Background: an optimization exercise with open tools, aiming at small area. Do not read the settings as production practice. Function was checked by simulation only, so behaviour that the tests miss may differ from the original.

--- design/flow/constraint.sdc ---
create_clock -name core_clock -period 30.0 [get_ports {clk}]
set_input_delay 6.0000 -clock core_clock [delete_from_list [all_inputs] [get_ports {clk}]]
set_output_delay 6.0000 -clock core_clock [all_outputs]
set_load 0.01 [all_outputs]
--- design/flow/design.v ---
module Concatenate(
input [3:0] x10, x1,
output [6:0] out);
function [6:0] add7(input [6:0] a, input [6:0] b);
    integer i;
    reg c;
    begin
        c = 1'b0;
        for (i = 0; i < 7; i = i + 1) begin
            add7[i] = a[i] ^ b[i] ^ c;
            c = a[i] & b[i] | c & (a[i] ^ b[i]);
        end
    end
endfunction
assign out = add7(add7({2'b0, x10, 1'b0}, {3'b0, x1}), {x10[3:0], 3'b0});
endmodule
module Calc(
input clk,
input [3:0] A10, A1, B10, B1,
input [4:0] operation,
output reg [14:0] outRes
);
wire [6:0] A, B;
Concatenate first(A10, A1, A);
Concatenate second(B10, B1, B);
wire show = operation[0], add = operation[1], sub = operation[2],
     mul = operation[3], div = operation[4];
wire [6:0] Q;
divider quot(A, B, Q);
wire [6:0] M = ({7{mul}} & B) | ({7{show}} & 7'd100) | {6'd0, add | sub};
wire [7:0] S = ({8{show | add}} & {1'b0, B}) | ({8{sub}} & {1'b1, ~B}) | ({8{div}} & {1'b0, Q});
wire [14:0] X;
macc mac(A, M, S, sub, X);
always @(posedge clk)
    outRes <= {X[14:9] | {6{sub & ~X[8]}}, X[8] ^ sub, X[7:0]};
endmodule
module macc(input [6:0] A, M, input [7:0] S, input cin, output reg [14:0] X);
integer i, j;
reg c, a, b;
always @(*) begin
    X = {7'd0, S};
    for (i = 0; i < 7; i = i + 1) begin
        c = (i == 0) ? cin : 1'b0;
        for (j = i; j < 15; j = j + 1) begin
            a = X[j];
            b = (j - i < 7) ? (A[j - i] & M[i]) : 1'b0;
            X[j] = a ^ b ^ c;
            c = a & b | c & (a ^ b);
        end
    end
end
endmodule
module divider(input [6:0] A, B, output [6:0] Q);
integer i, j;
reg [6:0] rem, d, q;
reg hz, bo;
always @(*) begin
    rem = A;
    for (i = 6; i >= 0; i = i - 1) begin
        hz = 1'b1;
        for (j = 7 - i; j < 7; j = j + 1)
            hz = hz & ~B[j];
        bo = 1'b0;
        d = 7'd0;
        for (j = 0; j < 7 - i; j = j + 1) begin
            d[j] = rem[i + j] ^ B[j] ^ bo;
            bo = ~rem[i + j] & B[j] | ~(rem[i + j] ^ B[j]) & bo;
        end
        q[i] = hz & ~bo;
        for (j = 0; j < 7 - i; j = j + 1)
            if (q[i]) rem[i + j] = d[j];
    end
end
assign Q = q & {7{|B}};
endmodule
module breakDigits(
input [14:0] num,
input [1:0] sel,
output [3:0] digit
);
wire neg = num[14];
wire [6:0] nlow = ~num[6:0] + 7'd1;
wire [13:0] mag = neg ? {7'd0, nlow} : num[13:0];
function [3:0] add3(input [3:0] x);
    begin
        add3[3] = x[3] | x[2] & (x[1] | x[0]);
        add3[2] = x[2] & ~x[1] & ~x[0] | x[3] & x[0];
        add3[1] = ~x[2] & x[1] | x[2] & x[1] & x[0] | x[3] & ~x[0];
        add3[0] = ~x[3] & ~x[2] & x[0] | x[2] & x[1] & ~x[0] | x[3] & ~x[0];
    end
endfunction
function [15:0] bcd(input [13:0] n);
    integer i, j;
    begin
        bcd = 16'd0;
        for (i = 13; i >= 0; i = i - 1) begin
            for (j = 0; j < 4; j = j + 1)
                bcd[4*j +: 4] = add3(bcd[4*j +: 4]);
            bcd = {bcd[14:0], n[i]};
        end
    end
endfunction
wire [15:0] d = bcd(mag);
assign digit = (sel == 2'd3 && neg) ? 4'd10 : d[4*sel +: 4];
endmodule
module sevSeg(input [3:0] in, output reg [6:0] out);
    always @(*) begin
        case (in)
            4'd0: out = 7'b0000001;
            4'd1: out = 7'b1001111;
            4'd2: out = 7'b0010010;
            4'd3: out = 7'b0000110;
            4'd4: out = 7'b1001100;
            4'd5: out = 7'b0100100;
            4'd6: out = 7'b0100000;
            4'd7: out = 7'b0001111;
            4'd8: out = 7'b0000000;
            4'd9: out = 7'b0000100;
            default: out = 7'b1111110;
        endcase
    end
endmodule
module debouncer(input clk, inp, output out);
reg Qmeta, Qsynch;
reg [1:0] run;
always @(posedge clk) begin
    Qmeta <= inp;
    Qsynch <= Qmeta;
    run[0] <= Qsynch & (~run[0] | run[1]);
    run[1] <= Qsynch & (run[0] | run[1]);
end
assign out = run[1] & run[0];
endmodule
module risingEdge(input clk, rst, level, output z);
reg busy, edg;
always @(posedge clk or posedge rst) begin
    if (rst) begin
        busy <= 1'b0;
        edg <= 1'b0;
    end else begin
        busy <= level;
        edg <= level & ~busy;
    end
end
assign z = edg;
endmodule
module dbAndRise(
input clk, rst,
input [8:0] in,
output [8:0] out
);
wire [8:0] w;
debouncer d0(clk, in[0], w[0]);
risingEdge r0(clk, rst, w[0], out[0]);
debouncer d1(clk, in[1], w[1]);
risingEdge r1(clk, rst, w[1], out[1]);
debouncer d2(clk, in[2], w[2]);
risingEdge r2(clk, rst, w[2], out[2]);
debouncer d3(clk, in[3], w[3]);
risingEdge r3(clk, rst, w[3], out[3]);
assign out[7:4] = in[7:4];
debouncer d8(clk, in[8], w[8]);
risingEdge r8(clk, rst, w[8], out[8]);
endmodule
module modNum(
input clk, reset, enable,
output reg [3:0] count
);
always @(posedge clk, posedge reset) begin
    if (reset)
        count <= 4'd0;
    else if (enable)
        count <= (count == 4'd9) ? 4'd0 : count + 4'd1;
end
endmodule
module handleNumberPresses(
input clk, reset,
input [3:0] But,
output [3:0] A10, A1, B10, B1
);
modNum modA10(clk, reset, But[0], A10);
modNum modA1(clk, reset, But[1], A1);
modNum modB10(clk, reset, But[2], B10);
modNum modB1(clk, reset, But[3], B1);
endmodule
module handleOperationPresses(
input [8:4] But,
output [4:0] operation);
wire show = But[8] | ~(But[4] | But[5] | But[6] | But[7]);
assign operation[0] = show;
assign operation[1] = ~But[8] & But[4];
assign operation[2] = ~But[8] & ~But[4] & But[5];
assign operation[3] = ~But[8] & ~But[4] & ~But[5] & But[6];
assign operation[4] = ~But[8] & ~But[4] & ~But[5] & ~But[6] & But[7];
endmodule
module clockDivider(
input clk, reset,
output [1:0] digitIndex
);
wire [4:0] count;
nBitCounter #(5, 5'd4) scan(clk, reset, count);
assign digitIndex = count[4:3];
endmodule
module nBitCounter #(parameter n = 2, parameter [n-1:0] init = 0)(
input clk, reset,
output reg [n-1:0] count);
always @(posedge clk, posedge reset) begin
    if (reset)
        count <= init;
    else
        count <= count + 1'b1;
end
endmodule
module digitalCalc(
input clk, rst,
input [8:0] in,
output reg [3:0] digitSelect,
output [7:0] out,
output signed [14:0] result
);
wire [8:0] But;
dbAndRise stabilize(clk, rst, in, But);
wire [3:0] A10, A1, B10, B1;
handleNumberPresses numberPresses(clk, rst, But[3:0], A10, A1, B10, B1);
wire [4:0] operation;
handleOperationPresses operand(But[8:4], operation);
Calc Calculator(clk, A10, A1, B10, B1, operation, result);
wire [1:0] twoCounter;
clockDivider selctDig(clk, rst, twoCounter);
wire [3:0] digit;
breakDigits to_break(result, twoCounter, digit);
wire [6:0] seg;
sevSeg decode(digit, seg);
assign out = {~(twoCounter == 2'b10), seg};
always @(*) begin
    case (twoCounter)
        2'b00: digitSelect = 4'b1110;
        2'b01: digitSelect = 4'b1101;
        2'b10: digitSelect = 4'b1011;
        default: digitSelect = 4'b0111;
    endcase
end
endmodule
--- design/flow/run.sh ---
#!/bin/bash
# synth_recipe.tcl (not shown) runs the flow's synth.tcl, then flattens the netlist and writes it again
# the make line also repeats each setting of config.mk as NAME=value (left out here)
make -C /OpenROAD-flow-scripts/flow DESIGN_CONFIG=/design/flow/config.mk WORK_HOME=/design/flow/orfs CLKGATE_MAP_FILE= SYNTH_SCRIPT=/design/flow/synth_recipe.tcl finish
--- design/flow/config.mk ---
export PLATFORM = sky130hd
export DESIGN_NAME = digitalCalc
export DESIGN_NICKNAME = digitalCalc
export VERILOG_FILES = /design/flow/design.v
export SDC_FILE = /design/flow/constraint.sdc
export NUM_CORES = 4
export LEC_CHECK = 0
export ABC_AREA = 1
export CAP_MARGIN = 20
export CORE_MARGIN = 2
export CORE_UTILIZATION = 40
export PLACE_DENSITY = 0.6
export SLEW_MARGIN = 20
==> results.json, run 1 <==
{
  "cts_tree": "yes",
  "dieArea_um2": 19200,
  "cts.repair.resized": 0,
  "hold_violations": 0,
  "syn_inst": 1044,
  "clk-insertion-delay-late_ns": 0.33,
  "synth_area_um2": 7243,
  "critPathSlowestCell": "fa_1",
  "netlist_top_cells_count": "nand2_1, inv_1, nor2_1",
  "core.rowCount": 49,
  "cts.sink_count": 66,
  "synthArstFlopShare_pct": 46.97,
  "rrSetupSlack_ns": 8.32,
  "die_width_um": 138.6,
  "layout.nets": 1204,
  "cts-root-buf": "clkbuf_16",
  "grt_pass1_vias": 5961,
  "required_ns": 30.22,
  "drv_cap": 0,
  "cts_buffers": 9,
  "drt_iter0_markers": 273,
  "placed_area_um2": 7874,
  "skew_ns": 0.01106,
  "synth_fa_ha_area_share_pct": 24.87,
  "cts_hold_buffers": 0,
  "tightestPinTransition_ns": 0.6885,
  "fillers": 1843,
  "io_pins": 38,
  "core_um2": 17840,
  "critPathKind": "reg -> reg",
  "yosysSeqAreaShare_pct": 20.40,
  "antenna_found_initial": 0,
  "status": "complete, no violations",
  "grt-ovfl-total": 0,
  "grt_max_degree": 32,
  "vias_per_cell": 4.747,
  "finalCritPeriodShare_pct": 72.26,
  "synth_fp_nets": 1160,
  "place_congestion": 0.8719,
  "synth_xor_xnor_area_share_pct": 1.572,
  "rsz0062_at_grt": "no",
  "initial_core_util_pct": 40.60,
  "met1_length_um": 7170,
  "diodes": 0,
  "cp.arrival_ns": 21.90,
  "finalCriticalPeriod_ns": 21.68,
  "setup_viol_count_final": 0,
  "drc": 0,
  "wire_per_inst_um": 11.20,
  "yosys-top-cells-area": "fa_1, nand2_1, inv_1, dfrtp_1, dfxtp_1",
  "fin_area_um2": 8193,
  "clk_pin_slew_ns": 0.06,
  "cp_common_cell": "fa_1",
  "synth-seq-cells": 66,
  "routed.top_layer": "met4",
  "clk_path_buf_depth": 2,
  "cts_max_level": 3,
  "max_stage_delay_ns": 0.57,
  "cts_setup_buffers": 0,
  "dieHeight_um": 138.6,
  "vias": 6275,
  "wl_met3_um": 447,
  "critPathLaunchType": "flop",
  "globalRouteTotalUtil_pct": 16.24,
  "drive_gt1_share_pct": 8.326,
  "numPortBuffers": 37,
  "yosys.cell_count.top_type": "nand2_1",
  "max_freq_ghz": 0.04613,
  "met2_length_um": 6998,
  "hpwl_um": 12400,
  "max_slew_margin_pct": 53.93,
  "synth-edff-count": 0,
  "grt_pass1_wl_um": 26490,
  "ys.flop_type": "dfxtp_1",
  "syn_to_final_growth_pct": 13.11,
  "synth_simple_gate_area_share_pct": 31.59,
  "hold_class": "reg -> reg",
  "final.setup.tns_ns": 0,
  "synth-compound-area-share_pct": 8.810,
  "yosys_warnings": 11,
  "maxSlewViolCount": 0,
  "worst_hold_slack_ns": 0.3249,
  "drtAntennaViolNets": 0,
  "crit_fanout": 8,
  "routed_wirelength_um": 14800,
  "synth_top_area_cell": "fa_1",
  "firstDrtPassIters": 5,
  "synth_top_family_by_area": "simple AND/OR/NAND/NOR gates",
  "fin_util_pct": 45.92,
  "cp-end-kind": "flop",
  "synth_mux_area_share_pct": 0.6910,
  "avgSynthCellArea_um2": 6.938,
  "ys_types": 43,
  "synth_top_area_share_pct": 17.97
}
[worst max-delay path: cells and delay by family (launching register included)]
family	cells	cell delay [ns]
compound gates	12	1.77
xor+xnor	1	0.20
fa+ha+maj	42	14.63
buf+inv	22	1.80
flops	1	0.41
mux	1	0.31
simple gates	15	2.43
[metal layers]
layer / global-route usage, % / up-vias
li1: - / 3306
met1: 21.77 / 2854
met2: 28.14 / 100
met3: 2.417 / 15
met4: 3.222 / 0
met5: 0 / -
[per-stage QoR]
step           instances  setup slack, ns
6_report            1322            8.321
4_1_cts             1322            8.278
2_1_floorplan       1044            9.676
3_5_place_dp        1306            8.309
5_1_grt             1322            6.733
3_3_place_gp        1306            8.691
[placed cells by master (no fill, tap or decap), types with 3 or more instances in the layout]
master           netlist  routed
nand2_1              249     249
inv_1                212     212
nor2_1               137     137
fa_1                  65      65
nand3_1               63      63
ha_1                  40      40
clkdlybuf4s50_1        0      37
dfxtp_1               35      35
dfrtp_1               30      30
a21oi_1               29      29
o21ai_0               25      25
nand4_1               21      21
nand2_2               15      15
xor2_1                12      12
nor2_2                11      11
nand3_2               11      11
o21ai_2               11      11
inv_2                 10      10
clkbuf_16              0       9
o21ai_1                8       8
nor3_1                 7       7
or2_2                  6       6
mux2i_1                5       5
a31oi_1                5       5
a21oi_2                4       4
o31ai_1                4       4
nor2_4                 3       3
o21bai_1               3       3
a221oi_1               3       3
[flip-flops by register name, indices dropped and copies added, names as in the netlist, 4 cells and up]
register and count:
numberPresses.modA10.count 4, numberPresses.modB1.count 4, numberPresses.modA1.count 4, Calculator.outRes 15, numberPresses.modB10.count 4, selctDig.scan.count 5
[cell type report]
cell class / instances / area, um^2 / area share (%)
clock inverters: 6 / 90.09 / 1.100
clock buffers: 10 / 229.0 / 2.795
multi-input cells: 750 / 4892 / 59.71
inverters: 223 / 839.6 / 10.25
well taps: 229 / 286.5 / 3.497
flip-flops and latches: 66 / 1478 / 18.04
repair buffers: 38 / 377.9 / 4.612
[cell families after synthesis]
group                      count (synthesis)
DFF                                       66
muxes                                      5
xor gates and xnor gates                  13
and+or+nand+nor                          525
adders and majority gates                105
AOI/OAI and AO/OA                        102
buffers and inverters                    228
[final timing paths]
kind	endpoint	from	cells after the start
hold reg to reg	stabilize.d0.Qsynch	stabilize.d0.Qmeta	0
min in group asynchronous	numberPresses.modB1.count[3]	rst	3
setup / recovery	Calculator.outRes[13]	numberPresses.modB10.count[0]	93
setup reg to reg	Calculator.outRes[13]	numberPresses.modB10.count[0]	93
max in group asynchronous	selctDig.scan.count[2]	rst	3
hold / removal	stabilize.d0.Qsynch	stabilize.d0.Qmeta	0
==> run 2, diff against run 1 <==
==> design/flow/flow/run.sh (new file) <==
#!/bin/bash
# Own layout flow: the standard synthesis, then the combinational logic between the
# registers is re-mapped by ABC for area (registers, their names and cell types untouched),
# then the standard layout from floorplan to finish, with small port buffers and a
# clock tree of small buffers. Each tool's output goes to a log file in this folder.
set -euo pipefail
W=$PWD
R=$W/orfs/results/$FLOW_PLATFORM/digitalCalc/base
LIB=$FLOW_HOME/platforms/$FLOW_PLATFORM/lib/sky130_fd_sc_hd__tt_025C_1v80.lib
YOSYS=${YOSYS_EXE:-$FLOW_HOME/../tools/install/yosys/bin/yosys}
[ -x "$YOSYS" ] || YOSYS=$(command -v yosys)

# 1. standard synthesis
bash standard.sh synth > $W/log_synth.txt 2>&1

# 2. re-map the combinational logic for area
cp $R/1_2_yosys.v $W/synth_standard.v
python3 $W/flow/libfuncs.py $LIB $W/comb_cells.v > $W/log_libfuncs.txt 2>&1
DONTUSE=$(grep -o -- "-dont_use [A-Za-z0-9_]*" $W/orfs/logs/$FLOW_PLATFORM/digitalCalc/base/1_2_yosys.log | sort -u | tr '\n' ' ')
cat > $W/area.abc <<'ABC'
strash
&get -n
&deepsyn -T 30 -S 2
&nf -R 1000
&put
strash
&get -n
&deepsyn -T 30
&nf -R 1000
&put
ABC
cat > $W/reopt.ys <<YS
read_verilog $W/comb_cells.v
read_liberty -lib -ignore_redef $LIB
read_verilog $W/synth_standard.v
hierarchy -top $FLOW_TOP
flatten -noscopeinfo
rename -hide w:* i:* o:* %u %d
techmap
opt -purge
abc -script $W/area.abc -liberty $LIB $DONTUSE
opt_clean -purge
setundef -zero
hilomap -singleton -hicell sky130_fd_sc_hd__conb_1 HI -locell sky130_fd_sc_hd__conb_1 LO
insbuf -buf sky130_fd_sc_hd__buf_1 A X
opt_clean -purge
stat -liberty $LIB
write_verilog -noattr -noexpr -nohex -nodec $W/synth_area.v
YS
$YOSYS -s $W/reopt.ys > $W/log_reopt.txt 2>&1
cp $W/synth_area.v $R/1_2_yosys.v
rm -f $R/1_synth.odb $R/1_synth.sdc

# 3. standard layout from the re-mapped netlist
export BUFFER_PORTS_ARGS="-buffer_cell sky130_fd_sc_hd__buf_1"
export CTS_ARGS="-sink_clustering_enable -repair_clock_nets -buf_list {sky130_fd_sc_hd__clkbuf_4 sky130_fd_sc_hd__clkbuf_8} -root_buf sky130_fd_sc_hd__clkbuf_8 -dont_use_dummy_load"
bash standard.sh > $W/log_layout.txt 2>&1
==> design/flow/flow/libfuncs.py (new file) <==
#!/usr/bin/env python3
"""Write Verilog models of the combinational cells of a liberty file (from their pin functions)."""
import re, sys
lib = open(sys.argv[1]).read()
out = []
pos = 0
def conv(f):
    f = f.strip().strip('"')
    f = f.replace('!', '~')
    # implicit AND: juxtaposed operands separated by space
    f = re.sub(r'(?<=[\w)])\s+(?=[\w(~])', ' & ', f)
    return f
for m in re.finditer(r'\n\s*cell\s*\(\s*"?([\w]+)"?\s*\)\s*\{', lib):
    name = m.group(1)
    # find the cell body by brace matching
    i = m.end(); depth = 1
    while depth:
        c = lib[i]
        if c == '{': depth += 1
        elif c == '}': depth -= 1
        i += 1
    body = lib[m.end():i]
    if re.search(r'\n\s*(ff|latch|statetable)\s*\(', body):
        continue
    pins = []
    for pm in re.finditer(r'\n\s*pin\s*\(\s*"?(\w+)"?\s*\)\s*\{', body):
        j = pm.end(); d = 1
        while d:
            c = body[j]
            if c == '{': d += 1
            elif c == '}': d -= 1
            j += 1
        pb = body[pm.end():j]
        dm = re.search(r'direction\s*:\s*"?(\w+)"?', pb)
        fm = re.search(r'\bfunction\s*:\s*"([^"]*)"', pb)
        pins.append((pm.group(1), dm.group(1) if dm else None, fm.group(1) if fm else None))
    outs = [p for p in pins if p[1] == 'output']
    ins = [p for p in pins if p[1] == 'input']
    if not outs or any(p[2] is None for p in outs):
        continue
    ports = [p[0] for p in ins] + [p[0] for p in outs]
    s = 'module %s(%s);\n' % (name, ', '.join(ports))
    for p in ins: s += '  input %s;\n' % p[0]
    for p in outs: s += '  output %s;\n  assign %s = %s;\n' % (p[0], p[0], conv(p[2]))
    s += 'endmodule\n'
    out.append(s)
open(sys.argv[2], 'w').write('\n'.join(out))
print(len(out), 'cells')
==> design/flow/standard.sh (new file) <==
#!/bin/bash
# synth_recipe.tcl (not shown) runs the flow's synth.tcl, then flattens the netlist and writes it again
# the make line also repeats each setting of config.mk as NAME=value (left out here)
make -C /OpenROAD-flow-scripts/flow DESIGN_CONFIG=/design/flow/config.mk WORK_HOME=/design/flow/orfs CLKGATE_MAP_FILE= SYNTH_SCRIPT=/design/flow/synth_recipe.tcl "${@:-finish}"
--- a/design/flow/config.mk
+++ b/design/flow/config.mk
@@ -9,5 +9,6 @@
 export CAP_MARGIN = 20
 export CORE_MARGIN = 2
-export CORE_UTILIZATION = 40
-export PLACE_DENSITY = 0.6
+export CORE_UTILIZATION = 60
+export GPL_TIMING_DRIVEN = 0
+export PLACE_DENSITY = 0.7
 export SLEW_MARGIN = 20
removed: design/flow/run.sh
==> run 2 against run 1 <==
Effect of this change:
- clock skew is 0.014 ns higher
- setup slack better by 3.8 ns
- critical path type unchanged
- clock-buffer cell count shrank 1
- cell count is 24% lower
- global-route usage up 9.9 points
- maximum frequency grew 21%
- first-iteration DRC count rose by 17%
==> results.json, run 2 <==
{
  "status": "complete, no violations",
  "layout.nets": 886,
  "core.rowCount": 36,
  "drv_cap": 0,
  "antenna_found_initial": 0,
  "met2_length_um": 6930,
  "die_width_um": 104.2,
  "worst_hold_slack_ns": 0.3102,
  "skew_ns": 0.02507,
  "setup_viol_count_final": 0,
  "dieHeight_um": 104.2,
  "syn_inst": 827,
  "globalRouteTotalUtil_pct": 26.15,
  "vias_per_cell": 5.908,
  "regMostFlops": "Calculator.outRes",
  "final.setup.tns_ns": 0,
  "routed_wirelength_um": 14120,
  "clk_path_buf_depth": 2,
  "cp_common_cell": "a21oi_1",
  "critPathKind": "reg -> reg",
  "largest_register_ffs": 15,
  "seqCellArea_um2": 1478,
  "hold_depth": 0,
  "grt_max_degree": 32,
  "finalCritPeriodShare_pct": 59.52,
  "hold_violations": 0,
  "io_pins": 38,
  "worst_r2r_path_depth": 83,
  "layout_commonest_cell": "nand2_1",
  "critPathLaunchType": "flop",
  "max_slew_margin_pct": 26.01,
  "dieArea_um2": 10850,
  "drt_iter0_markers": 319,
  "cts-root-buf": "clkbuf_8",
  "largestRegisters": "Calculator.outRes x15, selctDig.scan.count x5",
  "required_ns": 30.27,
  "cts_tree": "yes",
  "clk-insertion-delay-late_ns": 0.35,
  "grt_pass1_vias": 5327,
  "clk_pin_slew_ns": 0.08,
  "grt_pass1_wl_um": 23720,
  "wire_per_inst_um": 14.04,
  "fillers": 884,
  "finalCriticalPeriod_ns": 17.86,
  "cts_max_level": 3,
  "hpwl_um": 10930,
  "layout_common_cells": "nand2_1, nor2_1, a21oi_1",
  "syn_to_final_growth_pct": 7.254,
  "met1_length_um": 6245,
  "maxSlewViolCount": 0,
  "hold_class": "reg -> reg",
  "cp-end-kind": "flop",
  "rsz0062_at_grt": "no",
  "cts_hold_buffers": 0,
  "initial_core_util_pct": 61.58,
  "cts.repair.resized": 0,
  "max_stage_delay_ns": 0.82,
  "drive_gt1_share_pct": 1.375,
  "yosys_warnings": 11,
  "tightestPinTransition_ns": 1.102,
  "diodes": 0,
  "instances_no_fill": 1006,
  "place_congestion": 0.9048,
  "vias": 5943,
  "drtAntennaViolNets": 0,
  "core_um2": 9774,
  "cts.sink_count": 66,
  "numPortBuffers": 37,
  "grt-ovfl-total": 0,
  "wl_met3_um": 700,
  "avgSynthCellArea_um2": 7.279,
  "cp.arrival_ns": 18.13,
  "max_freq_ghz": 0.05600,
  "routed.top_layer": "met4",
  "synth_fp_nets": 838,
  "firstDrtPassIters": 5,
  "drc": 0,
  "cts_buffers": 9,
  "critPathSlowestCell": "xor2_1",
  "placed_cells": 997,
  "crit_fanout": 12,
  "synth_area_um2": 6020,
  "cts_setup_buffers": 0,
  "multi_input_area_um2": 4407
}
==> run 2: area by class of cell <==
type	count	share of cell area, %
Multi-Input combinational cell	723	68.26
Timing Repair Buffer	37	2.151
Buffer	1	0.05814
Inverter	37	2.151
Sequential cell	66	22.89
Tap cell	133	2.578
Clock buffer	9	1.919
==> run 2: path summary, 6_finish.rpt <==
| kind | start | endpoint | slack [ns] |
|---|---|---|---|
| min reg2reg | stabilize.d3.Qmeta | stabilize.d3.Qsynch | 0.31 |
| max in group asynchronous | rst | numberPresses.modA10.count[0] | 23.87 |
| min in group asynchronous | rst | stabilize.r2.edg | 5.69 |
| max | numberPresses.modA10.count[0] | Calculator.outRes[11] | 12.14 |
| max reg2reg | numberPresses.modA10.count[0] | Calculator.outRes[11] | 12.14 |
| min | stabilize.d3.Qmeta | stabilize.d3.Qsynch | 0.31 |
==> run 2: layer usage <==
layer  track usage (%)  vias up
met5                 0        -
met4             7.722        0
met3             4.574       26
met2             46.95      173
met1             31.95     2761
li1                  -     2983
==> run 2: metrics by stage <==
stage,utilization (%),cell area [um^2],setup slack (ns)
detailed placement,64.78,6332,12.51
CTS,66.05,6456,12.46
global route,66.05,6456,10.47
floorplan,-,6020,14.81
finish,66.05,6456,12.14
global placement,64.71,6325,13.10
==> run 2: critical path, delay by kind of cell (launching register included) <==
family	cells	cell delay, ns
AOI/OAI and AO/OA	31	6.91
xor gates and xnor gates	19	4.70
and+or+nand+nor	29	4.16
adders and majority gates	4	1.48
DFF	1	0.60
==> run 3, diff against run 2 <==
--- a/design/flow/flow/run.sh
+++ b/design/flow/flow/run.sh
@@ -35,6 +35,5 @@
 read_verilog $W/synth_standard.v
 hierarchy -top $FLOW_TOP
-flatten -noscopeinfo
-rename -hide w:* i:* o:* %u %d
+flatten
 techmap
 opt -purge
@@ -43,5 +42,5 @@
 setundef -zero
 hilomap -singleton -hicell sky130_fd_sc_hd__conb_1 HI -locell sky130_fd_sc_hd__conb_1 LO
-insbuf -buf sky130_fd_sc_hd__buf_1 A X
+insbuf -buf sky130_fd_sc_hd__buf_4 A X
 opt_clean -purge
 stat -liberty $LIB
--- a/design/flow/config.mk
+++ b/design/flow/config.mk
@@ -9,6 +9,5 @@
 export CAP_MARGIN = 20
 export CORE_MARGIN = 2
-export CORE_UTILIZATION = 60
-export GPL_TIMING_DRIVEN = 0
-export PLACE_DENSITY = 0.7
+export CORE_UTILIZATION = 40
+export PLACE_DENSITY = 0.6
 export SLEW_MARGIN = 20
==> run 3 against run 2 <==
Effect of this change:
- sequential share of layout area decreased by 0.088 points
- synthesized area is 0.48% higher
- still clean on timing, DRC and antenna
- critical endpoint is now Calculator.outRes[12]
- critical path type unchanged
- maximum frequency increased by 5.8%
- utilization shrank 22 points
- die area is 49% higher
- clock skew fell by 0.0031 ns
- worst hold slack improved by 0.020 ns
- first-iteration DRC count down 23%
- synthesized cell count rose by 0.12%
==> results.json, run 3 <==
{
  "final.setup.tns_ns": 0,
  "core.rowCount": 44,
  "drt_iter0_markers": 246,
  "worst_r2r_path_depth": 77,
  "regMostFlops": "Calculator.outRes",
  "antenna_found_initial": 0,
  "hpwl_um": 10630,
  "required_ns": 30.22,
  "drv_cap": 0,
  "diodes": 0,
  "met2_usage_pct": 29.29,
  "drtAntennaViolNets": 0,
  "clk-insertion-delay-late_ns": 0.34,
  "initial_core_util_pct": 41.30,
  "rsz0062_at_grt": "no",
  "placed_area_um2": 6357,
  "rrSetupSlack_ns": 13.12,
  "min_from": "stabilize.d2.Qmeta",
  "placed_cells": 1041,
  "grt_busiest_layer": "met2",
  "maxSlewViolCount": 0,
  "cts.sink_count": 66,
  "hold_violations": 0,
  "max_slew_margin_pct": 31.83,
  "dieArea_um2": 16120,
  "critPathSlowestCell": "a21oi_1",
  "fin_area_um2": 6481,
  "clk_path_buf_depth": 2,
  "io_pins": 38,
  "cp.arrival_ns": 17.10,
  "synth_area_um2": 6048,
  "numPortBuffers": 37,
  "worst_hold_slack_ns": 0.3298,
  "avgSynthCellArea_um2": 7.305,
  "vias_per_cell": 5.250,
  "status": "complete, no violations",
  "grt-ovfl-total": 0,
  "hold_class": "reg -> reg",
  "critPathKind": "reg -> reg",
  "drc": 0,
  "yosys_warnings": 11,
  "fillers": 1484,
  "synth_fp_nets": 839,
  "syn_inst": 828,
  "critPathLaunchType": "flop",
  "cts.repair.resized": 0,
  "cts_tree": "yes",
  "crit_fanout": 12,
  "finalCriticalPeriod_ns": 16.88,
  "cts_buffers": 9,
  "r2r_end": "Calculator.outRes[12]",
  "cts_setup_buffers": 0,
  "cts_max_level": 3,
  "grt_pass1_vias": 4929,
  "firstDrtPassIters": 5,
  "layout_common_cells": "nand2_1, nor2_1, xnor2_1",
  "grt_pass1_wl_um": 22450,
  "cp-end-kind": "flop",
  "clk_pin_slew_ns": 0.07,
  "routed_wirelength_um": 13390,
  "max_stage_delay_ns": 0.81,
  "critPathLaunch": "numberPresses.modA10.count[1]",
  "met3_usage_pct": 3.248,
  "dieHeight_um": 127.0,
  "use_met1_pct": 21.37,
  "layout_commonest_cell": "nand2_1",
  "tightestPinTransition_ns": 1.023,
  "cp_num_buf_inv": 3,
  "rr_startpoint": "numberPresses.modA10.count[1]",
  "largestRegisters": "Calculator.outRes x15, selctDig.scan.count x5",
  "cp_common_cell": "xnor2_1",
  "max_freq_ghz": 0.05924,
  "grt_max_degree": 32,
  "core_um2": 14640,
  "drive_gt1_share_pct": 2.079,
  "globalRouteTotalUtil_pct": 16.87,
  "vias": 5513,
  "whs_endpoint": "stabilize.d2.Qsynch",
  "setup_viol_count_final": 0,
  "instances_no_fill": 1050,
  "place_congestion": 0.9175,
  "hold_depth": 0,
  "critPathTopFamily": "compound AO/OA/AOI/OAI gates",
  "layout.nets": 879,
  "die_width_um": 127.0,
  "finalCritPeriodShare_pct": 56.27,
  "cts-root-buf": "clkbuf_8",
  "syn_to_final_growth_pct": 7.158,
  "largest_register_ffs": 15,
  "wire_per_inst_um": 12.75,
  "skew_ns": 0.02192,
  "cts_hold_buffers": 0
}
==> run 3: cell types whose count changed in the layout (fill, tap and decap cells not counted), moves of 5 or more <==
| cell | delta |
|---|---|
| nand2b_1 | -11 |
| nand3_1 | +5 |
| xnor2_1 | +16 |
| nor3_1 | -7 |
| or3_1 | -8 |
| o21ai_0 | +9 |
| xor2_1 | -8 |
| and2_0 | -5 |
| buf_4 | +8 |
| mux2i_1 | +6 |
| clkinv_1 | +5 |
| maj3_1 | +11 |
| a21oi_1 | -8 |
==> run 3: layout make-up <==
class,count,area (um^2),area share [%]
sequential,66,1478,22.80
tap,184,230.2,3.552
multi-input combinational,705,4297,66.29
inverter,41,153.9,2.375
timing repair buffer,45,198.9,3.069
clock buffer,9,123.9,1.911
==> run 3: worst max-delay path by stage <==
stage,to,slack [ns],depth (start not counted)
floorplan,Calculator.outRes[12],14.92,74
global placement,Calculator.outRes[12],13.62,77
detailed placement,Calculator.outRes[12],13.25,77
CTS,Calculator.outRes[12],13.17,77
global route,Calculator.outRes[12],11.48,79
finish,Calculator.outRes[12],13.12,77
==> run 3: worst register-to-register path, delay by kind of cell, from the launching register on <==
family	cells	cell delay (ns)
AOI/OAI and AO/OA	33	6.93
DFF	1	0.47
and+or+nand+nor	15	2.12
buffers and inverters	3	0.53
xor gates and xnor gates	17	3.43
muxes	2	0.59
adders and majority gates	7	2.68
==> run 3: per-layer routing <==
metal / part of all wire [%] / routed length, um
met5: 0 / 0
met1: 49 / 6547
met3: 2.6 / 354
met2: 47 / 6345
met4: 1.1 / 143
==> run 3: per-stage QoR <==
step           worst slack, ns  utilization [%]
3_3_place_gp             13.62            43.41
5_1_grt                  11.48            44.26
4_1_cts                  13.17            44.26
2_1_floorplan            14.92                -
6_report                 13.12            44.26
3_5_place_dp             13.25            43.41
==> run 4, diff against run 3 <==
==> design/flow/flow/run.sh (replaced) <==
#!/bin/bash
# Own layout flow:
#  2. the same synthesis without Yosys's early "abc -fast" pass, kept only if its registers
#     (names and cell types) are exactly the standard synthesis's;
#  3. the combinational logic between the registers re-mapped by ABC for area (registers,
#     their names and cell types untouched);
#  4. the standard layout from floorplan to finish, with small port buffers and a clock
#     tree of small buffers.
# Each tool's output goes to a log file in this folder.
set -euo pipefail
W=$PWD
R=$W/orfs/results/$FLOW_PLATFORM/digitalCalc/base
L=$W/orfs/logs/$FLOW_PLATFORM/digitalCalc/base
LIB=$FLOW_HOME/platforms/$FLOW_PLATFORM/lib/sky130_fd_sc_hd__tt_025C_1v80.lib
YOSYS=${YOSYS_EXE:-$FLOW_HOME/../tools/install/yosys/bin/yosys}
[ -x "$YOSYS" ] || YOSYS=$(command -v yosys)
regs() { grep -E "^\s*sky130_fd_sc_hd__(df|dl|sdf|edf)" "$1" | awk '{print $1, $2}' | sort; }

# 1. standard synthesis
bash standard.sh synth > $W/log_synth_standard.txt 2>&1
cp $R/1_2_yosys.v $W/synth_standard.v
cp $L/1_2_yosys.log $W/log_yosys_standard.txt
regs $W/synth_standard.v > $W/regs_standard.txt

# 2. the same without the early abc pass
START=$W/synth_standard.v
if bash standard.sh clean_synth > $W/log_synth_noabc.txt 2>&1 &&
   SYNTH_ARGS=-noabc bash standard.sh synth >> $W/log_synth_noabc.txt 2>&1; then
    cp $R/1_2_yosys.v $W/synth_noabc.v
    regs $W/synth_noabc.v > $W/regs_noabc.txt
    if cmp -s $W/regs_standard.txt $W/regs_noabc.txt; then
        START=$W/synth_noabc.v
    fi
fi
echo "start netlist: $START" > $W/log_start.txt

# 3. re-map the combinational logic for area
python3 $W/flow/libfuncs.py $LIB $W/comb_cells.v > $W/log_libfuncs.txt 2>&1
DONTUSE=$(grep -o -- "-dont_use [A-Za-z0-9_]*" $W/log_yosys_standard.txt | sort -u | tr '\n' ' ')
cat > $W/area.abc <<'ABC'
strash
&get -n
&deepsyn -T 30 -S 2
&nf -R 1000
&put
strash
&get -n
&deepsyn -T 30
&nf -R 1000
&put
ABC
cat > $W/reopt.ys <<YS
read_verilog $W/comb_cells.v
read_liberty -lib -ignore_redef $LIB
read_verilog $START
hierarchy -top $FLOW_TOP
flatten -noscopeinfo
rename -hide w:* i:* o:* %u %d
techmap
opt -purge
abc -script $W/area.abc -liberty $LIB $DONTUSE
opt_clean -purge
setundef -zero
hilomap -singleton -hicell sky130_fd_sc_hd__conb_1 HI -locell sky130_fd_sc_hd__conb_1 LO
insbuf -buf sky130_fd_sc_hd__buf_1 A X
opt_clean -purge
stat -liberty $LIB
write_verilog -noattr -noexpr -nohex -nodec $W/synth_area.v
YS
$YOSYS -s $W/reopt.ys > $W/log_reopt.txt 2>&1
regs $W/synth_area.v > $W/regs_area.txt
cmp $W/regs_standard.txt $W/regs_area.txt
cp $W/synth_area.v $R/1_2_yosys.v
rm -f $R/1_synth.odb $R/1_synth.sdc

# 4. standard layout from the re-mapped netlist
export BUFFER_PORTS_ARGS="-buffer_cell sky130_fd_sc_hd__buf_1"
export CTS_ARGS="$(cat $W/flow/cts_args.txt)"
bash standard.sh > $W/log_layout.txt 2>&1
==> design/flow/flow/cts_args.txt (new file) <==
-sink_clustering_enable -repair_clock_nets -buf_list {sky130_fd_sc_hd__clkbuf_4} -root_buf sky130_fd_sc_hd__clkbuf_4 -dont_use_dummy_load
--- a/design/flow/config.mk
+++ b/design/flow/config.mk
@@ -10,4 +10,5 @@
 export CORE_MARGIN = 2
 export CORE_UTILIZATION = 40
+export GPL_TIMING_DRIVEN = 0
 export PLACE_DENSITY = 0.6
 export SLEW_MARGIN = 20
==> run 4 against run 3 <==
Effect of this change:
- die area down 1.9%
- register-to-register slack worse by 1.0 ns
- via count is 2.4% higher
- worst hold slack got worse by 0.023 ns
- largest cell class unchanged
- still clean
- setup slack got worse by 1.0 ns
==> results.json, run 4 <==
{
  "status": "complete, no violations",
  "placed_area_um2": 6321,
  "grt_pass1_wl_um": 23560,
  "drv_cap": 0,
  "cts-root-buf": "clkbuf_4",
  "wire_per_inst_um": 12.80,
  "finalCritPeriodShare_pct": 59.72,
  "maxSlewViolCount": 0,
  "grt_busiest_layer": "met2",
  "cts_tree": "yes",
  "cts_max_level": 3,
  "max_stage_delay_ns": 0.61,
  "rrSetupSlack_ns": 12.08,
  "hold_violations": 0,
  "tightestPinTransition_ns": 1.021,
  "routed_wirelength_um": 13620,
  "largest_register_ffs": 15,
  "required_ns": 30.25,
  "cts.repair.resized": 0,
  "r2r_end": "Calculator.outRes[12]",
  "hpwl_um": 10590,
  "numPortBuffers": 37,
  "cts_hold_buffers": 0,
  "cts_setup_buffers": 0,
  "synth_fp_nets": 844,
  "critPathLaunchType": "flop",
  "vias": 5643,
  "syn_to_final_growth_pct": 7.767,
  "grt-ovfl-total": 0,
  "firstDrtPassIters": 4,
  "io_pins": 38,
  "critPathLaunch": "numberPresses.modB10.count[0]",
  "use_met1_pct": 25.10,
  "crit_end": "Calculator.outRes[12]",
  "rr_startpoint": "numberPresses.modB10.count[0]",
  "met2_usage_pct": 28.36,
  "final.setup.tns_ns": 0,
  "antenna_found_initial": 0,
  "clk_path_buf_depth": 2,
  "crit_fanout": 10,
  "core.rowCount": 44,
  "fin_area_um2": 6389,
  "layout_commonest_cell": "nand2_1",
  "clk_pin_slew_ns": 0.11,
  "vias_per_cell": 5.304,
  "diodes": 0,
  "drtAntennaViolNets": 0,
  "max_slew_margin_pct": 31.71,
  "drc": 0,
  "grt_pass1_vias": 5059,
  "layout.nets": 893,
  "finalCriticalPeriod_ns": 17.92,
  "hold_depth": 0,
  "worst_r2r_path_depth": 90,
  "dieHeight_um": 125.7,
  "largestRegisters": "Calculator.outRes x15, selctDig.scan.count x5",
  "layout_common_cells": "nand2_1, nor2_1, xnor2_1",
  "cp.arrival_ns": 18.17,
  "cp-end-kind": "flop",
  "initial_core_util_pct": 40.79,
  "place_congestion": 0.8687,
  "rsz0062_at_grt": "no",
  "skew_ns": 0.04160,
  "met3_usage_pct": 2.761,
  "synth_area_um2": 5928,
  "drive_gt1_share_pct": 1.591,
  "dieArea_um2": 15810,
  "critPathSlowestCell": "mux2i_1",
  "avgSynthCellArea_um2": 7.117,
  "fillers": 1509,
  "clk-insertion-delay-late_ns": 0.40,
  "drt_iter0_markers": 367,
  "hold_class": "reg -> reg",
  "cts_buffers": 9,
  "grt_max_degree": 32,
  "setup_viol_count_final": 0,
  "core_um2": 14530,
  "yosys_warnings": 11,
  "die_width_um": 125.7,
  "regMostFlops": "Calculator.outRes",
  "cp_common_cell": "a21oi_1",
  "critPathKind": "reg -> reg",
  "max_freq_ghz": 0.05582,
  "syn_inst": 833,
  "globalRouteTotalUtil_pct": 17.55,
  "cts.sink_count": 66
}
-- run 4: metal layers --
layer	routed length [um]	share of wire (%)
met5	0	0
met4	137	1.0
met3	484	3.6
met2	6239	46
met1	6757	50
-- run 4: worst min-delay path by stage --
stage	start	to	slack, ns
2_1_floorplan	stabilize.d0.Qmeta	stabilize.d0.Qsynch	0.31
3_5_place_dp	stabilize.d0.Qmeta	stabilize.d0.Qsynch	0.31
4_1_cts	stabilize.d0.Qmeta	stabilize.d0.Qsynch	0.31
5_1_grt	stabilize.d0.Qmeta	stabilize.d0.Qsynch	0.31
6_report	stabilize.d0.Qmeta	stabilize.d0.Qsynch	0.31
3_3_place_gp	stabilize.d2.Qmeta	stabilize.d2.Qsynch	0.31
-- run 4: cell type report --
class	instances	area (um^2)	share of cell area, %
buffer	1	3.754	0.05875
clock buffer	9	67.56	1.058
inverter	39	147.6	2.311
multi-input combinational	727	4315	67.55
sequential	66	1478	23.13
tap	184	230.2	3.604
timing repair buffer	38	146.4	2.291
-- run 4: critical path: cells and delay by family, from the launching register on --
kind / cells / cell delay [ns]
buffers and inverters: 1 / 0.12
flip-flops: 1 / 0.53
AND/OR/NAND/NOR: 32 / 4.84
adder cells (fa/ha/maj): 6 / 2.20
AO/OA/AOI/OAI: 34 / 6.13
XOR/XNOR: 15 / 3.10
multiplexers: 2 / 0.87
-- run 4: stage by stage --
| step | cells | util (%) | hold WS [ns] | setup WS (ns) |
|---|---|---|---|---|
| 3_5_place_dp | 1055 | 43.49 | 0.3150 | 12.37 |
| 6_report | 1064 | 43.96 | 0.3067 | 12.08 |
| 2_1_floorplan | 833 | - | 0.3096 | 14.67 |
| 3_3_place_gp | 1054 | 43.33 | 0.3126 | 12.43 |
| 5_1_grt | 1064 | 43.96 | 0.3141 | 10.04 |
| 4_1_cts | 1064 | 43.96 | 0.3069 | 12.23 |
==> run 5, diff against run 4 <==
==> design/flow/flow/cts_args.txt (replaced) <==
-sink_clustering_enable -repair_clock_nets -buf_list {sky130_fd_sc_hd__clkbuf_8} -root_buf sky130_fd_sc_hd__clkbuf_8 -sink_clustering_size 30 -dont_use_dummy_load
==> run 5 against run 4 <==
Effect of this change:
- sequential share of layout area fell by 0.20 points
- maximum frequency barely moved
- clock-buffer cell count did not move
- critical path depth did not move
- critical path type unchanged
- worst hold slack improved by 0.0049 ns
- first-iteration DRC count rose by 1.4%
- flip-flop and latch count did not move
- synthesized cell count did not move
==> results.json, run 5 <==
{
  "max_freq_ghz": 0.05581,
  "hold_violations": 0,
  "max_stage_delay_ns": 0.61,
  "cts_buffers": 9,
  "place_congestion": 0.8687,
  "setup_slack_ns": 12.08,
  "firstDrtPassIters": 5,
  "syn_inst": 833,
  "status": "complete, no violations",
  "cp_common_cell": "a21oi_1",
  "core_um2": 14530,
  "finalCritPeriodShare_pct": 59.73,
  "cts_hold_buffers": 0,
  "synth_area_um2": 5928,
  "clk_pin_slew_ns": 0.07,
  "regMostFlops": "Calculator.outRes",
  "cts.repair.resized": 0,
  "finalCriticalPeriod_ns": 17.92,
  "grt-ovfl-total": 0,
  "critPathLaunchType": "flop",
  "routed_wirelength_um": 13610,
  "cp.arrival_ns": 18.11,
  "io_pins": 38,
  "cts_setup_buffers": 0,
  "max_slew_margin_pct": 30.87,
  "drv_cap": 0,
  "final.setup.tns_ns": 0,
  "die_width_um": 125.7,
  "globalRouteTotalUtil_pct": 17.59,
  "diodes": 0,
  "critPathSlowestCell": "mux2i_1",
  "antenna_found_initial": 0,
  "drtAntennaViolNets": 0,
  "layout_common_cells": "nand2_1, nor2_1, xnor2_1",
  "core.rowCount": 44,
  "avgSynthCellArea_um2": 7.117,
  "fillers": 1501,
  "critPathTopFamily": "compound AO/OA/AOI/OAI gates",
  "yosys_warnings": 11,
  "dieHeight_um": 125.7,
  "grt_pass1_vias": 5052,
  "hold_class": "reg -> reg",
  "setup_viol_count_final": 0,
  "grt_max_degree": 32,
  "vias": 5642,
  "syn_to_final_growth_pct": 8.717,
  "largestRegisters": "Calculator.outRes x15, selctDig.scan.count x5",
  "synth_fp_nets": 844,
  "dieArea_um2": 15810,
  "tightestPinTransition_ns": 1.033,
  "preCtsSetupSlack_ns": 12.37,
  "hpwl_um": 10590,
  "drc": 0,
  "cp-end-kind": "flop",
  "clk_path_buf_depth": 2,
  "initial_core_util_pct": 40.79,
  "numPortBuffers": 37,
  "critPathKind": "reg -> reg",
  "rsz0062_at_grt": "no",
  "cp_num_buf_inv": 1,
  "seqCellArea_um2": 1478,
  "required_ns": 30.19,
  "cts_tree": "yes",
  "largest_register_ffs": 15,
  "cts-root-buf": "clkbuf_8",
  "skew_ns": 0.02640,
  "crit_fanout": 10,
  "maxSlewViolCount": 0,
  "layout.nets": 893,
  "wire_per_inst_um": 12.79,
  "layout_commonest_cell": "nand2_1",
  "drt_iter0_markers": 372,
  "grt_pass1_wl_um": 23580,
  "multi_input_area_um2": 4315,
  "drive_gt1_share_pct": 1.591,
  "cts.sink_count": 66,
  "vias_per_cell": 5.303,
  "cts_max_level": 3,
  "clk-insertion-delay-late_ns": 0.33
}
[run 5: cell types whose count changed in the layout (fill, tap and decap cells not counted)]
cell | previous run | this run
clkbuf_4 | 9 | 0
clkbuf_8 | 0 | 9
[run 5: worst register-to-register path: cells and delay by family, from the launching register on]
family,cells,cell delay [ns]
AOI/OAI and AO/OA,34,6.16
and+or+nand+nor,32,4.83
xor gates and xnor gates,15,3.09
adders and majority gates,6,2.20
muxes,2,0.87
DFF,1,0.52
buffers and inverters,1,0.12
[run 5: path summary, 6_finish.rpt]
kind / depth (start not counted) / slack [ns] / start / endpoint
setup / recovery: 90 / 12.08 / numberPresses.modB10.count[0] / Calculator.outRes[12]
hold / removal: 0 / 0.31 / stabilize.d0.Qmeta / stabilize.d0.Qsynch
setup reg to reg: 90 / 12.08 / numberPresses.modB10.count[0] / Calculator.outRes[12]
hold reg to reg: 0 / 0.31 / stabilize.d0.Qmeta / stabilize.d0.Qsynch
max in group asynchronous: 2 / 23.96 / rst / selctDig.scan.count[2]
min in group asynchronous: 2 / 5.67 / rst / stabilize.r8.busy
[run 5: layout make-up]
type                            count  share of cell area, %
Buffer                              1                0.05824
Clock buffer                        9                  1.922
Inverter                           39                  2.291
Multi-Input combinational cell    727                  66.96
Sequential cell                    66                  22.93
Tap cell                          184                  3.572
Timing Repair Buffer               38                  2.271
[run 5: per-stage QoR]
step | hold WS [ns] | cell area [um^2] | utilization, % | cells
after floorplan | 0.3096 | 5928 | - | 833
after global placement | 0.3126 | 6297 | 43.33 | 1054
after detailed placement | 0.3150 | 6321 | 43.49 | 1055
after CTS | 0.3122 | 6445 | 44.34 | 1064
after global routing | 0.3245 | 6445 | 44.34 | 1064
final | 0.3116 | 6445 | 44.34 | 1064
[run 5: layer usage]
layer	vias up	wire length [um]	track usage, %
met5	-	0	0
met4	0	142	3.232
met3	13	469	2.889
met2	86	6203	28.33
met1	2570	6794	25.15
li1	2973	-	-
==> run 6, diff against run 5 <==
--- a/design/flow/design.v
+++ b/design/flow/design.v
@@ -167,9 +167,14 @@
 output reg [3:0] count
 );
+wire [3:0] t;    
+assign t[0] = enable;
+assign t[1] = enable & count[0] & ~count[3];
+assign t[2] = enable & count[0] & count[1];
+assign t[3] = enable & count[0] & (count[3] | count[1] & count[2]);
 always @(posedge clk, posedge reset) begin
     if (reset)
         count <= 4'd0;
-    else if (enable)
-        count <= (count == 4'd9) ? 4'd0 : count + 4'd1;
+    else
+        count <= count ^ t;
 end
 endmodule
==> design/flow/flow/cts_args.txt (replaced) <==
-sink_clustering_enable -repair_clock_nets -buf_list {sky130_fd_sc_hd__clkbuf_8} -root_buf sky130_fd_sc_hd__clkbuf_8 -sink_clustering_size 40 -sink_clustering_max_diameter 150 -dont_use_dummy_load
==> run 6 against run 5 <==
Effect of this change:
- largest cell class unchanged
- still clean
- clock-buffer cell count is the same
- flip-flop and latch count is the same
- non-clock buffer count is the same
- critical path type unchanged
- critical endpoint unchanged
- via count shrank 0.96%
==> results.json, run 6 <==
{
  "status": "complete, no violations",
  "cts_hold_buffers": 0,
  "syn_to_final_growth_pct": 8.555,
  "setup_viol_count_final": 0,
  "drv_cap": 0,
  "critPathLaunchType": "flop",
  "cts-root-buf": "clkbuf_8",
  "initial_core_util_pct": 41.00,
  "cp_common_cell": "xnor2_1",
  "drive_gt1_share_pct": 1.595,
  "core_um2": 14590,
  "grt_pass1_vias": 4997,
  "cts_tree": "yes",
  "grt_pass1_wl_um": 22520,
  "cp_num_buf_inv": 3,
  "largest_register_ffs": 15,
  "tightestPinTransition_ns": 1.058,
  "min_from": "stabilize.d1.Qmeta",
  "hold_violations": 0,
  "syn_inst": 831,
  "critPathLaunch": "numberPresses.modB10.count[0]",
  "critPathKind": "reg -> reg",
  "cp-end-kind": "flop",
  "hold_class": "reg -> reg",
  "critPathSlowestCell": "dfrtp_1",
  "firstDrtPassIters": 5,
  "cts_setup_buffers": 0,
  "clk_path_buf_depth": 2,
  "critPathTopFamily": "compound AO/OA/AOI/OAI gates",
  "layout.nets": 891,
  "max_stage_delay_ns": 0.57,
  "grt-ovfl-total": 0,
  "skew_ns": 0.01627,
  "final.setup.tns_ns": 0,
  "layout_common_cells": "nand2_1, nor2_1, xnor2_1",
  "cts_max_level": 3,
  "antenna_found_initial": 0,
  "vias": 5588,
  "drtAntennaViolNets": 0,
  "die_width_um": 126.3,
  "vias_per_cell": 5.262,
  "regMostFlops": "Calculator.outRes",
  "place_congestion": 0.8518,
  "crit_fanout": 10,
  "finalCriticalPeriod_ns": 17.99,
  "fin_area_um2": 6494,
  "synth_area_um2": 5982,
  "routed_wirelength_um": 12930,
  "avgSynthCellArea_um2": 7.199,
  "largestRegisters": "Calculator.outRes x15, selctDig.scan.count x5",
  "cp.arrival_ns": 18.19,
  "maxSlewViolCount": 0,
  "cts.repair.resized": 0,
  "drc": 0,
  "rsz0062_at_grt": "no",
  "layout_commonest_cell": "nand2_1",
  "numPortBuffers": 37,
  "max_freq_ghz": 0.05558,
  "grt_max_degree": 32,
  "globalRouteTotalUtil_pct": 16.74,
  "core.rowCount": 44,
  "hpwl_um": 10490,
  "worst_hold_slack_ns": 0.3090,
  "diodes": 0,
  "drt_iter0_markers": 263,
  "clk_pin_slew_ns": 0.07,
  "dieHeight_um": 126.3,
  "max_slew_margin_pct": 28.73,
  "required_ns": 30.20,
  "rr_startpoint": "numberPresses.modB10.count[0]",
  "dieArea_um2": 15950,
  "placed_area_um2": 6360,
  "io_pins": 38,
  "cts.sink_count": 66,
  "clk-insertion-delay-late_ns": 0.34,
  "finalCritPeriodShare_pct": 59.98,
  "wire_per_inst_um": 12.18,
  "synth_fp_nets": 842,
  "cts_buffers": 9,
  "yosys_warnings": 11
}
==> run 6: path summary, 6_finish.rpt <==
path                                     endpoint  slack [ns]  depth (start not counted)
max                         Calculator.outRes[12]       12.01                         94
min                           stabilize.d1.Qsynch        0.31                          0
max reg2reg                 Calculator.outRes[12]       12.01                         94
min reg2reg                   stabilize.d1.Qsynch        0.31                          0
max in group asynchronous  selctDig.scan.count[2]       24.00                          2
min in group asynchronous       stabilize.r0.busy        5.64                          2
==> run 6: cell type report <==
type / count / area, um^2
Tap cell: 184 / 230.2
Fill cell: 1508 / 8095
Clock buffer: 9 / 123.9
Multi-Input combinational cell: 719 / 4344
Buffer: 1 / 3.754
Timing Repair Buffer: 38 / 143.9
Inverter: 45 / 170.2
Sequential cell: 66 / 1478
==> run 6: worst register-to-register path, delay by kind of cell (launching register included) <==
family	cells	cell delay (ns)
AO/OA/AOI/OAI	31	6.24
buffers and inverters	3	0.37
multiplexers	1	0.28
flip-flops	1	0.57
XOR/XNOR	18	3.27
adder cells (fa/ha/maj)	7	2.55
AND/OR/NAND/NOR	34	4.61
==> run 6: metrics by stage <==
step | std cells | util [%] | setup slack (ns)
finish | 1062 | 44.51 | 12.01
global route | 1062 | 44.51 | 10.12
CTS | 1061 | 44.44 | 11.96
detailed placement | 1052 | 43.59 | 12.06
global placement | 1052 | 43.53 | 12.23
floorplan | 831 | - | 14.50
==> run 6: routing by layer <==
layer	share of wire, %	global-route usage [%]	wire length, um	vias to the layer above
met5	0	0	0	-
met1	49	21.46	6294	2539
met2	47	28.59	6080	72
met3	2.7	3.248	349	14
li1	-	-	-	2963
met4	1.6	5.042	206	0
==> run 7, diff against run 6 <==
--- a/design/flow/flow/run.sh
+++ b/design/flow/flow/run.sh
@@ -35,23 +35,15 @@
 echo "start netlist: $START" > $W/log_start.txt
 
-# 3. re-map the combinational logic for area
+# 3. re-map the combinational logic for area: several ABC runs (two start netlists, different
+#    seeds) in parallel; the smallest result whose registers match is kept
 python3 $W/flow/libfuncs.py $LIB $W/comb_cells.v > $W/log_libfuncs.txt 2>&1
 DONTUSE=$(grep -o -- "-dont_use [A-Za-z0-9_]*" $W/log_yosys_standard.txt | sort -u | tr '\n' ' ')
-cat > $W/area.abc <<'ABC'
-strash
-&get -n
-&deepsyn -T 30 -S 2
-&nf -R 1000
-&put
-strash
-&get -n
-&deepsyn -T 30
-&nf -R 1000
-&put
-ABC
-cat > $W/reopt.ys <<YS
+reopt() {  # reopt NAME START SEED1 SEED2 SEED3
+    local N=$1
+    printf 'strash\n&get -n\n&deepsyn -T 30 -S %s\n&nf -R 1000\n&put\nstrash\n&get -n\n&deepsyn -T 30 -S %s\n&nf -R 1000\n&put\nstrash\n&get -n\n&deepsyn -T 30 -S %s\n&nf -R 1000\n&put\n' $3 $4 $5 > $W/area_$N.abc
+    cat > $W/reopt_$N.ys <<YS
 read_verilog $W/comb_cells.v
 read_liberty -lib -ignore_redef $LIB
-read_verilog $START
+read_verilog $2
 hierarchy -top $FLOW_TOP
 flatten -noscopeinfo
@@ -59,5 +51,5 @@
 techmap
 opt -purge
-abc -script $W/area.abc -liberty $LIB $DONTUSE
+abc -script $W/area_$N.abc -liberty $LIB $DONTUSE
 opt_clean -purge
 setundef -zero
@@ -65,11 +57,25 @@
 insbuf -buf sky130_fd_sc_hd__buf_1 A X
 opt_clean -purge
-stat -liberty $LIB
-write_verilog -noattr -noexpr -nohex -nodec $W/synth_area.v
+tee -o $W/area_$N.txt stat -liberty $LIB
+write_verilog -noattr -noexpr -nohex -nodec $W/synth_area_$N.v
 YS
-$YOSYS -s $W/reopt.ys > $W/log_reopt.txt 2>&1
-regs $W/synth_area.v > $W/regs_area.txt
-cmp $W/regs_standard.txt $W/regs_area.txt
-cp $W/synth_area.v $R/1_2_yosys.v
+    $YOSYS -s $W/reopt_$N.ys > $W/log_reopt_$N.txt 2>&1 || true
+}
+reopt a $START 2 3 5 &
+reopt b $START 7 11 13 &
+reopt c $W/synth_standard.v 2 3 5 &
+reopt d $START 17 19 23 &
+wait
+BEST=""; BESTA=""
+for N in a b c d; do
+    [ -s $W/synth_area_$N.v ] || continue
+    regs $W/synth_area_$N.v > $W/regs_area_$N.txt
+    cmp -s $W/regs_standard.txt $W/regs_area_$N.txt || continue
+    A=$(grep "Chip area" $W/area_$N.txt | awk '{print $NF}')
+    echo "$N $A" >> $W/log_start.txt
+    if [ -z "$BEST" ] || python3 -c "import sys; sys.exit(0 if $A < $BESTA else 1)"; then BEST=$N; BESTA=$A; fi
+done
+echo "best: $BEST $BESTA" >> $W/log_start.txt
+cp $W/synth_area_$BEST.v $R/1_2_yosys.v
 rm -f $R/1_synth.odb $R/1_synth.sdc
 
==> design/flow/flow/cts_args.txt (replaced) <==
-sink_clustering_enable -repair_clock_nets -buf_list {sky130_fd_sc_hd__clkbuf_4} -root_buf sky130_fd_sc_hd__clkbuf_4 -dont_use_dummy_load
==> run 7 against run 6 <==
Effect of this change:
- critical path depth is 47 lower
- wire length is 2.4% lower
- maximum frequency grew 3.3%
- clock skew increased by 0.016 ns
- via count is 2.3% lower
- global-route usage grew 0.39 points
- cell area down 3.9%
- clock-buffer cell count is the same
- non-clock buffer count is 1 lower
- cell count fell by 2.4%
==> results.json, run 7 <==
{
  "status": "complete, no violations",
  "grt_pass1_wl_um": 22690,
  "clk_path_buf_depth": 2,
  "cts_tree": "yes",
  "hold_depth": 0,
  "clk_pin_slew_ns": 0.09,
  "crit_fanout": 12,
  "avgSynthCellArea_um2": 7.198,
  "syn_to_final_growth_pct": 7.548,
  "setup_viol_count_final": 0,
  "skew_ns": 0.03273,
  "cts_max_level": 3,
  "max_freq_ghz": 0.05744,
  "dieHeight_um": 124.4,
  "die_width_um": 124.4,
  "maxSlewViolCount": 0,
  "cts_hold_buffers": 0,
  "final.setup.tns_ns": 0,
  "critPathLaunch": "Calculator.outRes[14]",
  "numPortBuffers": 37,
  "layout_common_cells": "nor2_1, nand2_1, a21oi_1",
  "critPathSlowestCell": "dfxtp_1",
  "min_from": "stabilize.d8.Qmeta",
  "drc": 0,
  "synth_fp_nets": 817,
  "grt-ovfl-total": 0,
  "core_um2": 14370,
  "cts.repair.resized": 0,
  "critPathLaunchType": "flop",
  "largest_register_ffs": 15,
  "drt_iter0_markers": 243,
  "grt_pass1_vias": 5154,
  "drive_gt1_share_pct": 1.291,
  "initial_core_util_pct": 40.38,
  "drv_cap": 0,
  "rr_startpoint": "numberPresses.modA10.count[0]",
  "instances_no_fill": 1036,
  "grt_max_degree": 32,
  "antenna_found_initial": 0,
  "cts_setup_buffers": 0,
  "io_pins": 38,
  "r2r_end": "Calculator.outRes[12]",
  "layout_commonest_cell": "nor2_1",
  "largestRegisters": "Calculator.outRes x15, selctDig.scan.count x5",
  "place_congestion": 0.8553,
  "cp_common_cell": "o21ai_0",
  "vias": 5460,
  "cts.sink_count": 66,
  "hpwl_um": 10160,
  "worst_hold_slack_ns": 0.3297,
  "wire_per_inst_um": 12.18,
  "hold_class": "reg -> reg",
  "synth_area_um2": 5802,
  "routed_wirelength_um": 12620,
  "firstDrtPassIters": 4,
  "cts-root-buf": "clkbuf_4",
  "dieArea_um2": 15480,
  "whs_endpoint": "stabilize.d8.Qsynch",
  "vias_per_cell": 5.270,
  "required_ns": 24.00,
  "layout.nets": 865,
  "yosys_warnings": 11,
  "cp.arrival_ns": 11.41,
  "finalCriticalPeriod_ns": 17.41,
  "critPathKind": "reg -> out",
  "cts_buffers": 9,
  "max_stage_delay_ns": 0.65,
  "worst_r2r_path_depth": 86,
  "syn_inst": 806,
  "rrSetupSlack_ns": 12.73,
  "rsz0062_at_grt": "no",
  "regMostFlops": "Calculator.outRes",
  "tightestPinTransition_ns": 1.061,
  "core.rowCount": 44,
  "finalCritPeriodShare_pct": 58.03,
  "max_slew_margin_pct": 28.74,
  "clk-insertion-delay-late_ns": 0.42,
  "globalRouteTotalUtil_pct": 17.12,
  "placed_cells": 1027,
  "diodes": 0,
  "drtAntennaViolNets": 0,
  "cp-end-kind": "output port",
  "hold_violations": 0
}
==> run 7: cell count changes in the layout (fill, tap and decap cells not counted), sizes merged, moves of 8 or more <==
cell / before / now
a21oi: 63 / 78
clkinv: 45 / 35
nor2: 106 / 116
nor2b: 24 / 14
xnor2: 83 / 74
nand2: 109 / 101
o21ai: 58 / 50
==> run 7: metrics by stage <==
stage	utilization, %	worst slack, ns	area, um^2
after global placement	42.95	12.83	6171
after detailed placement	42.96	12.79	6172
final	43.43	12.59	6240
after global routing	43.43	10.31	6240
after floorplan	-	14.74	5802
after CTS	43.43	12.54	6240
==> run 7: routing by layer <==
| metal | vias up | GRT usage [%] | part of all wire, % |
|---|---|---|---|
| met1 | 2466 | 21.55 | 47 |
| met2 | 61 | 30.12 | 48 |
| li1 | 2913 | - | - |
| met3 | 20 | 2.620 | 2.7 |
| met4 | 0 | 5.221 | 1.8 |
| met5 | - | 0 | 0 |
==> run 7: layout make-up <==
cell class,instances,area (um^2)
clock buffer,9,67.56
buffer,1,3.754
timing repair buffer,37,138.9
fill,1514,8129
inverter,35,132.6
sequential,66,1478
multi-input combinational,704,4189
tap,184,230.2
==> run 7: worst max-delay path by stage <==
stage / endpoint / slack [ns] / cells past startpoint
2_1_floorplan: out[3] / 14.74 / 46
3_3_place_gp: Calculator.outRes[12] / 12.83 / 86
3_5_place_dp: Calculator.outRes[12] / 12.79 / 86
4_1_cts: out[3] / 12.54 / 47
5_1_grt: Calculator.outRes[12] / 10.31 / 91
6_report: out[3] / 12.59 / 47
==> run 7: critical path: cells and delay by family (launching register included) <==
| kind | cells | cell delay (ns) |
|---|---|---|
| and+or+nand+nor | 12 | 2.04 |
| xor gates and xnor gates | 4 | 0.82 |
| DFF | 1 | 0.65 |
| muxes | 1 | 0.32 |
| buffers and inverters | 5 | 0.97 |
| AOI/OAI and AO/OA | 25 | 6.18 |

static timing again, ports no longer ideal:
Ports are ideal in the flow. The routed layouts listed here were re-timed in OpenROAD.
Step 1 sets driving cells, clkbuf_16 on the clock port and buf_2 on the other inputs (assumed; they add their load-dependent delay and slew).
Step 2 also shifts input and output timing later by t, the mid clock arrival at the registers, as if the neighbouring blocks saw the same clock.
a / b / c = ideal ports / drivers / drivers and shift; a / b = the first two.
run	t (ns)	setup WS [ns]	worst register clock-pin slew, ns
run 1	0.365	8.321 / 8.321 / 8.321	0.06 / 0.06
run 2	0.373	12.144 / 12.144 / 12.144	0.08 / 0.08
run 3	0.366	13.120 / 13.120 / 13.120	0.07 / 0.07
run 4	0.406	12.084 / 12.084 / 12.084	0.11 / 0.11
run 5	0.357	12.081 / 12.081 / 12.081	0.07 / 0.07
run 6	0.371	12.007 / 12.007 / 12.007	0.07 / 0.07
run 7	0.428	12.590 / 12.560 / 12.734	0.10 / 0.10
After both steps every run listed still meets setup and hold.
